Source: an optimization exercise on an open RTL-to-GDS flow (aim: small area, a short achievable clock period and few clock cycles). Production flows keep margins and buffers that such runs may drop.
Where RTL was checked, it was by simulation tests only, not by an equivalence proof against the original.

## beta
==> flow/design.v <==
`timescale 1 ns / 100 ps
module hex2dec (
    input start,
    input [15:0] hex_data,
    output [7:0] ascii_data,
    output reg valid,
    output reg ready,
    input clk,
    input rstn
);
    reg [3:0]  dig;
    reg [2:0]  ph;       
    wire accept = start & ready;
    reg [16:0] r;        
    wire [12:0] rh = r[16:4];
    reg [3:0] q;
    reg [11:0] c;        
    always @(*) begin
        if      (rh >= 13'd5625) begin q = 4'd9; c = 12'(9*3125); end
        else if (rh >= 13'd5000) begin q = 4'd8; c = 12'(8*3125); end
        else if (rh >= 13'd4375) begin q = 4'd7; c = 12'(7*3125); end
        else if (rh >= 13'd3750) begin q = 4'd6; c = 12'(6*3125); end
        else if (rh >= 13'd3125) begin q = 4'd5; c = 12'(5*3125); end
        else if (rh >= 13'd2500) begin q = 4'd4; c = 12'(4*3125); end
        else if (rh >= 13'd1875) begin q = 4'd3; c = 12'(3*3125); end
        else if (rh >= 13'd1250) begin q = 4'd2; c = 12'(2*3125); end
        else if (rh >= 13'd625)  begin q = 4'd1; c = 12'(1*3125); end
        else                     begin q = 4'd0; c = 12'd0; end
    end
    wire [16:0] t = {r[15:0], 1'b0} + {r[13:0], 3'b000};    
    wire [16:0] r_next = {t[16:5] - c, t[4:0]};
    always @(posedge clk)
        r <= accept ? {1'b0, hex_data} : r_next;
    always @(posedge clk)
        dig <= q;
    always @(posedge clk or negedge rstn)
        if (!rstn) begin
            ph <= 3'd7;
            valid <= 1'b0;
            ready <= 1'b0;
        end else begin
            valid <= (ph != 3'd7);
            if (accept)
                ph <= 3'd0;
            else if (ph == 3'd4)
                ph <= 3'd7;
            else if (ph != 3'd7)
                ph <= ph + 3'd1;
            ready <= ~accept & (ph == 3'd3 || ph == 3'd4 || ph == 3'd7);
        end
    assign ascii_data = {4'h3, dig};
endmodule
make LEC_CHECK=0 CAP_MARGIN=20 CORE_MARGIN=2 CORE_UTILIZATION=40 SLEW_MARGIN=20 finish   # period 6.0 ns
run.sh (not shown) runs the stock make flow with config.mk's settings and CLKGATE_MAP_FILE= SYNTH_SCRIPT=/design/flow/synth_recipe.tcl, a recipe that flattens the netlist after the stock synthesis.
Testbench counts of beta, summed over its fixed seeds: cycles 1,936.
--- input diff beta..gamma ---
==> flow/design.v, changed modules only <==
module hex2dec (
    input start,
    input [15:0] hex_data,
    output [7:0] ascii_data,
    output reg valid,
    output reg ready,
    input clk,
    input rstn
);
    reg [16:0] r;
    reg [3:0]  dig;
    reg [2:0]  ph;       
    wire accept = start & ready;
    wire [12:0] rh = r[16:4];
    wire [3:0] q = (rh >= 13'd5625) ? 4'd9 :
                   (rh >= 13'd5000) ? 4'd8 :
                   (rh >= 13'd4375) ? 4'd7 :
                   (rh >= 13'd3750) ? 4'd6 :
                   (rh >= 13'd3125) ? 4'd5 :
                   (rh >= 13'd2500) ? 4'd4 :
                   (rh >= 13'd1875) ? 4'd3 :
                   (rh >= 13'd1250) ? 4'd2 :
                   (rh >= 13'd625)  ? 4'd1 : 4'd0;
    wire [9:0]  mh = rh[9:0] - q * 10'd625;
    wire [13:0] m  = {mh, r[3:0]};
    wire [16:0] r_next = {m, 1'b0} + {m, 3'b000};
    always @(posedge clk)
        r <= accept ? {1'b0, hex_data} : r_next;
    always @(posedge clk)
        dig <= q;
    always @(posedge clk or negedge rstn)
        if (!rstn) begin
            ph <= 3'd7;
            valid <= 1'b0;
            ready <= 1'b0;
        end else begin
            valid <= (ph != 3'd7);
            if (accept)
                ph <= 3'd0;
            else if (ph == 3'd4)
                ph <= 3'd7;
            else if (ph != 3'd7)
                ph <= ph + 3'd1;
            ready <= ~accept & (ph == 3'd3 || ph == 3'd4 || ph == 3'd7);
        end
    assign ascii_data = {4'h3, dig};
endmodule
### Flow results
- Compared with beta, in gamma die width increased 5.0%, post-route fraction of the period consumed by the critical path increased 27 points.
- Met3 track demand over resource, gamma and beta: larger value in gamma
- Diff beta -> gamma: effective utilization at floorplan went down 0.67 points; cell count after placement up about 7%.
Testbench counts of gamma, summed over its fixed seeds: cycles 1,936.


== trial 86 ==
// hex2dec: RTL as listed in full above, without the edits since
make LEC_CHECK=0 ABC_AREA=1 CAP_MARGIN=20 CORE_MARGIN=2 CORE_UTILIZATION=40 SLEW_MARGIN=20 finish   # period 6.0 ns
Trial 86 | stages: all done | timing, DRC, antenna: all pass
Testbench counts of trial 86, summed over its fixed seeds: cycles 1,936.
diff inputs: trial 86 => build 12
==> flow/design.v <==
`timescale 1 ns / 100 ps
module hex2dec (
    input start,
    input [15:0] hex_data,
    output [7:0] ascii_data,
    output valid,
    output ready,
    input clk,
    input rstn
);
    localparam IDLE = 3'd5;
    reg [16:0] r;
    reg [2:0]  ph;       
    assign ready = ph[2];                  
    assign valid = (ph != IDLE);
    wire accept = start & ready;
    function automatic [16:0] padd(input [16:0] a, input [16:0] b, input cin);
        reg [16:0] g, p, gg, pp;
        integer i, d;
        begin
            g = a & b;
            p = a ^ b;
            gg = g;
            pp = p;
            for (d = 1; d < 17; d = d * 2)
                for (i = 0; i < 17; i = i + 1)
                    if ((i / d) % 2 == 1) begin
                        gg[i] = gg[i] | (pp[i] & gg[(i / d) * d - 1]);
                        pp[i] = pp[i] & pp[(i / d) * d - 1];
                    end
            padd = p ^ {gg[15:0] | (pp[15:0] & {16{cin}}), cin};
        end
    endfunction
    wire [12:0] rh = r[16:4];
    reg [3:0] q;
    reg [11:0] c;        
    always @(*) begin
        if      (rh >= 13'd5625) begin q = 4'd9; c = 12'(9*3125); end
        else if (rh >= 13'd5000) begin q = 4'd8; c = 12'(8*3125); end
        else if (rh >= 13'd4375) begin q = 4'd7; c = 12'(7*3125); end
        else if (rh >= 13'd3750) begin q = 4'd6; c = 12'(6*3125); end
        else if (rh >= 13'd3125) begin q = 4'd5; c = 12'(5*3125); end
        else if (rh >= 13'd2500) begin q = 4'd4; c = 12'(4*3125); end
        else if (rh >= 13'd1875) begin q = 4'd3; c = 12'(3*3125); end
        else if (rh >= 13'd1250) begin q = 4'd2; c = 12'(2*3125); end
        else if (rh >= 13'd625)  begin q = 4'd1; c = 12'(1*3125); end
        else                     begin q = 4'd0; c = 12'd0; end
    end
    wire [16:0] t = padd({r[15:0], 1'b0}, {r[13:0], 3'b000}, 1'b0);
    wire [16:0] s = padd({5'd0, t[16:5]}, {5'h1f, ~c}, 1'b1);
    wire [16:0] r_next = {s[11:0], t[4:0]};
    always @(posedge clk)
        r <= accept ? {1'b0, hex_data} : r_next;
    always @(posedge clk or negedge rstn)
        if (!rstn)
            ph <= IDLE;
        else if (accept)
            ph <= 3'd0;
        else if (ph == 3'd4)
            ph <= IDLE;
        else if (ph != IDLE)
            ph <= ph + 3'd1;
    assign ascii_data = {4'h3, q};
endmodule
### Flow results
Diff trial 86 -> build 12: synthesized cell count lower, violation count after the first detailed-routing iteration lower, met1 wire length lower.
Trial 86 gets by with more registers than build 12.
The RTL of build 12 was laid out without a check of its function.


Setup of before:
Another version of the RTL of hex2dec (not shown whole).
Size in the first run: roughly 360 cells after synthesis, ~29 I/O pins, ~2200 sq um of cells after synthesis.
==> module hex2dec, before the edit <==
module hex2dec (
    input start,
    input [15:0] hex_data,
    output [7:0] ascii_data,
    output reg valid,
    output reg ready,
    input clk,
    input rstn
);
    reg [16:0] r;
    reg [3:0]  q;
    reg [2:0]  ph;       
    wire accept = start & ready;
    function automatic ge(input [15:0] x, input [15:0] k);
        integer i;
        begin
            ge = 1'b1;
            for (i = 0; i < 16; i = i + 1)
                ge = k[i] ? (x[i] & ge) : (x[i] | ge);
        end
    endfunction
    reg [9:0] c;
    integer j;
    always @(*) begin
        c = 10'd0;
        for (j = 1; j < 10; j = j + 1)
            if (q == j[3:0])
                c = 10'((j * 625) % 1024);
    end
    wire [13:0] m = {r[13:4] - c, r[3:0]};
    wire [16:0] r_step = {2'b00, m, 1'b0} + {m, 3'b000};
    wire [9:0] gm;
    wire [6:0] gx;
    assign gm[0] = 1'b1;
    assign gx[0] = 1'b1;
    genvar k;
    generate
        for (k = 1; k < 10; k = k + 1) begin : cmpm
            assign gm[k] = ge({5'd0, m[13:3]}, 125 * k);
        end
        for (k = 1; k < 7; k = k + 1) begin : cmpx
            assign gx[k] = ge({4'd0, hex_data[15:4]}, 625 * k);
        end
    endgenerate
    wire [9:0] ohm = gm & ~{1'b0, gm[9:1]};
    wire [6:0] ohx = gx & ~{1'b0, gx[6:1]};
    reg [3:0] qm, qx;
    always @(*) begin
        qm = 4'd0;
        qx = 4'd0;
        for (j = 1; j < 10; j = j + 1)
            qm = qm | ({4{ohm[j]}} & j[3:0]);
        for (j = 1; j < 7; j = j + 1)
            qx = qx | ({4{ohx[j]}} & j[3:0]);
    end
    always @(posedge clk) begin
        r <= accept ? {1'b0, hex_data} : r_step;
        q <= accept ? qx : qm;
    end
    reg [2:0] ph_next;
    always @(*)
        if (accept)
            ph_next = 3'd0;
        else if (ph >= 3'd4)
            ph_next = 3'd7;
        else
            ph_next = ph + 3'd1;
    always @(posedge clk or negedge rstn)
        if (!rstn) begin
            ph <= 3'd7;
            valid <= 1'b0;
            ready <= 1'b0;
        end else begin
            ph <= ph_next;
            valid <= (ph_next != 3'd7);
            ready <= (ph_next == 3'd4) || (ph_next == 3'd7);
        end
    assign ascii_data = {4'h3, q};
endmodule
Settings: LEC_CHECK=0, CAP_MARGIN=20, CORE_MARGIN=2, CORE_UTILIZATION=40, SETUP_SLACK_MARGIN=3.1, SLEW_MARGIN=20; clock period 6.0 ns.
standard.sh (not shown) runs the stock make flow with config.mk's settings and CLKGATE_MAP_FILE= SYNTH_SCRIPT=/design/flow/synth_recipe.tcl, a recipe that flattens the netlist after the stock synthesis.
==> flow/flow/run.sh <==
#!/bin/bash
# Own layout flow: the standard synthesis, then its combinational logic mapped
# again by ABC for area (flip-flops kept as the standard synthesis made them:
# same instances, names and cells), then the standard flow from floorplan on.
set -euo pipefail
W=$(pwd)
R=$W/orfs/results/$FLOW_PLATFORM/hex2dec/base
L=$W/orfs/logs/$FLOW_PLATFORM/hex2dec/base
LIB=$FLOW_HOME/platforms/$FLOW_PLATFORM/lib/sky130_fd_sc_hd__tt_025C_1v80.lib
YOSYS=yosys
[[ -x $FLOW_HOME/../tools/install/yosys/bin/yosys ]] && YOSYS=$FLOW_HOME/../tools/install/yosys/bin/yosys
# ABC script for the second mapping: delay-targeted mapping with gate sizing
ABC_ARGS="-script $W/flow/abc.script"

bash standard.sh synth > $W/log_standard_synth.txt 2>&1
cp $R/1_2_yosys.v $W/standard_1_2_yosys.v

$YOSYS -q -l $W/log_cells.txt -p "read_liberty -ignore_miss_func $LIB; write_verilog -noattr $W/cells_all.v" > /dev/null
python3 $W/flow/comb_cells.py $W/cells_all.v $W/cells_comb.v

DU=$(grep -o -- "-dont_use [^ ]*" $L/1_2_yosys.log | sort -u | tr '\n' ' ')
cat > $W/resynth.ys <<EOY
read_liberty -lib $LIB
read_verilog $W/standard_1_2_yosys.v
hierarchy -top $FLOW_TOP
techmap -map $W/cells_comb.v
techmap
opt -fast
opt -purge
abc $ABC_ARGS -liberty $LIB $DU
opt_clean -purge
hilomap -singleton -hicell sky130_fd_sc_hd__conb_1 HI -locell sky130_fd_sc_hd__conb_1 LO
insbuf -buf sky130_fd_sc_hd__buf_4 A X
opt_clean -purge
stat -liberty $LIB
check -assert -mapped
write_verilog -noattr -nohex -nodec $W/resynth.v
EOY
$YOSYS -l $W/log_resynth.txt $W/resynth.ys > /dev/null
cp $W/resynth.v $R/1_2_yosys.v
rm -f $R/1_synth.odb
bash standard.sh "BUFFER_PORTS_ARGS=-buffer_cell sky130_fd_sc_hd__buf_1" finish > $W/log_standard_finish.txt 2>&1
==> flow/flow/abc.script <==
strash
balance
rewrite
refactor
balance
rewrite
rewrite -z
balance
refactor -z
rewrite -z
balance
balance
rewrite
refactor
balance
rewrite
rewrite -z
balance
refactor -z
rewrite -z
balance
dch -f
map -D 1800
buffer
upsize -D 1800
dnsize -D 1800
==> flow/flow/comb_cells.py <==
# Keep the combinational cells from Yosys's functional models of the
# library (read_liberty output): no flip-flops, latches, tie or tristate cells.
import re, sys
src = open(sys.argv[1]).read()
out = []
for body, name in re.findall(r'(module (\S+?)\(.*?endmodule)', src, re.S):
    if 'always' in body or ' reg ' in body or 'conb' in name or "'z" in body or 'bz' in body:
        continue
    if 'assign' not in body:
        continue
    out.append(body)
open(sys.argv[2], 'w').write('\n\n'.join(out) + '\n')
Testbench counts of before, summed over its fixed seeds: cycles 1,928.
Here is what was changed in the inputs of after compared with before.
--- a/flow/design.v
+++ b/flow/design.v
@@ -3,14 +3,16 @@
     input start,
     input [15:0] hex_data,
     output [7:0] ascii_data,
-    output reg valid,
-    output reg ready,
+    output valid,
+    output ready,
     input clk,
     input rstn
 );
     reg [16:0] r;
     reg [3:0]  q;
     reg [2:0]  ph;       
+    assign valid = (ph <= 3'd4);
+    assign ready = (ph == 3'd4) || (ph == 3'd7);
     wire accept = start & ready;
     function automatic ge(input [15:0] x, input [15:0] k);
         integer i;
@@ -67,14 +69,9 @@
         else
             ph_next = ph + 3'd1;
     always @(posedge clk or negedge rstn)
-        if (!rstn) begin
-            ph <= 3'd7;
-            valid <= 1'b0;
-            ready <= 1'b0;
-        end else begin
+        if (!rstn)
+            ph <= 3'd6;
+        else
             ph <= ph_next;
-            valid <= (ph_next != 3'd7);
-            ready <= (ph_next == 3'd4) || (ph_next == 3'd7);
-        end
     assign ascii_data = {4'h3, q};
 endmodule
## What came out
Floorplan check, after vs before: die outline smaller in after. Compared with before, after shows a overall routed net length that is about 2% lower. Going from before to after, area of the mapped netlist fell by 3.2%, post-route worst setup slack -0.034 ns, CTS sink count shrank by 2. Against before, the final cell area of after is lower. Max arrival time at the worst endpoint across before and after: before. Summary — weighted congestion reported at the end of routability-driven placement, after relative to before: lower, by 0.11. Cmp after vs before: global routing usage summed across all routing layers higher in after. Routed metal-1 wirelength in after is 7.6% below before. after vs before: floorplan core area down by a few percent. Actual slew at the worst max-slew pin ended up 0.27 ns higher on after than on before.
Testbench counts of after, summed over its fixed seeds: cycles 1,928.

-- afterwards: timing with drivers on the ports --
The flow's constraints put no driver on any port. The routed layouts listed below were extracted and timed again, unchanged, in two steps. Step 1 sets driving cells, clkbuf_16 on the clock port and buf_2 on the other inputs (assumed; they add their load-dependent delay and slew). Step 2, shift: input delay + t, output delay - t, t = (earliest + latest rising clock arrival at the registers) / 2. This alone moves slack from input paths to output paths. a / b / c = ideal / step 1 / step 2; a / b = the first two.
run | t (ns) | slack for setup (ns) | worst hold slack (ns) | clock arrival spread, ns | worst data-port slew with drivers (ns)
beta | 0.298 | 2.117 / 2.117 / 2.117 | 0.458 / 0.458 / 0.458 | 0.008 / 0.008 | 0.03
gamma | 0.298 | 0.525 / 0.525 / 0.525 | 0.468 / 0.468 / 0.468 | 0.005 / 0.005 | 0.03
trial 86 | 0.296 | 2.704 / 2.704 / 2.704 | 0.477 / 0.477 / 0.477 | 0.002 / 0.002 | 0.03
build 12 | 0.290 | 2.215 / 2.190 / 2.480 | 0.479 / 0.479 / 0.479 | 0.001 / 0.002 | 0.03
before | 0.301 | 3.291 / 3.291 / 3.291 | 0.476 / 0.476 / 0.476 | 0.011 / 0.011 | 0.03
after | 0.292 | 3.257 / 3.257 / 3.220 | 0.476 / 0.476 / 0.476 | 0.008 / 0.008 | 0.03
After both steps every run listed still meets setup and hold. For after, which loses most, drivers alone change the setup slack by 0.000 ns; drivers and shift together by -0.037 ns.
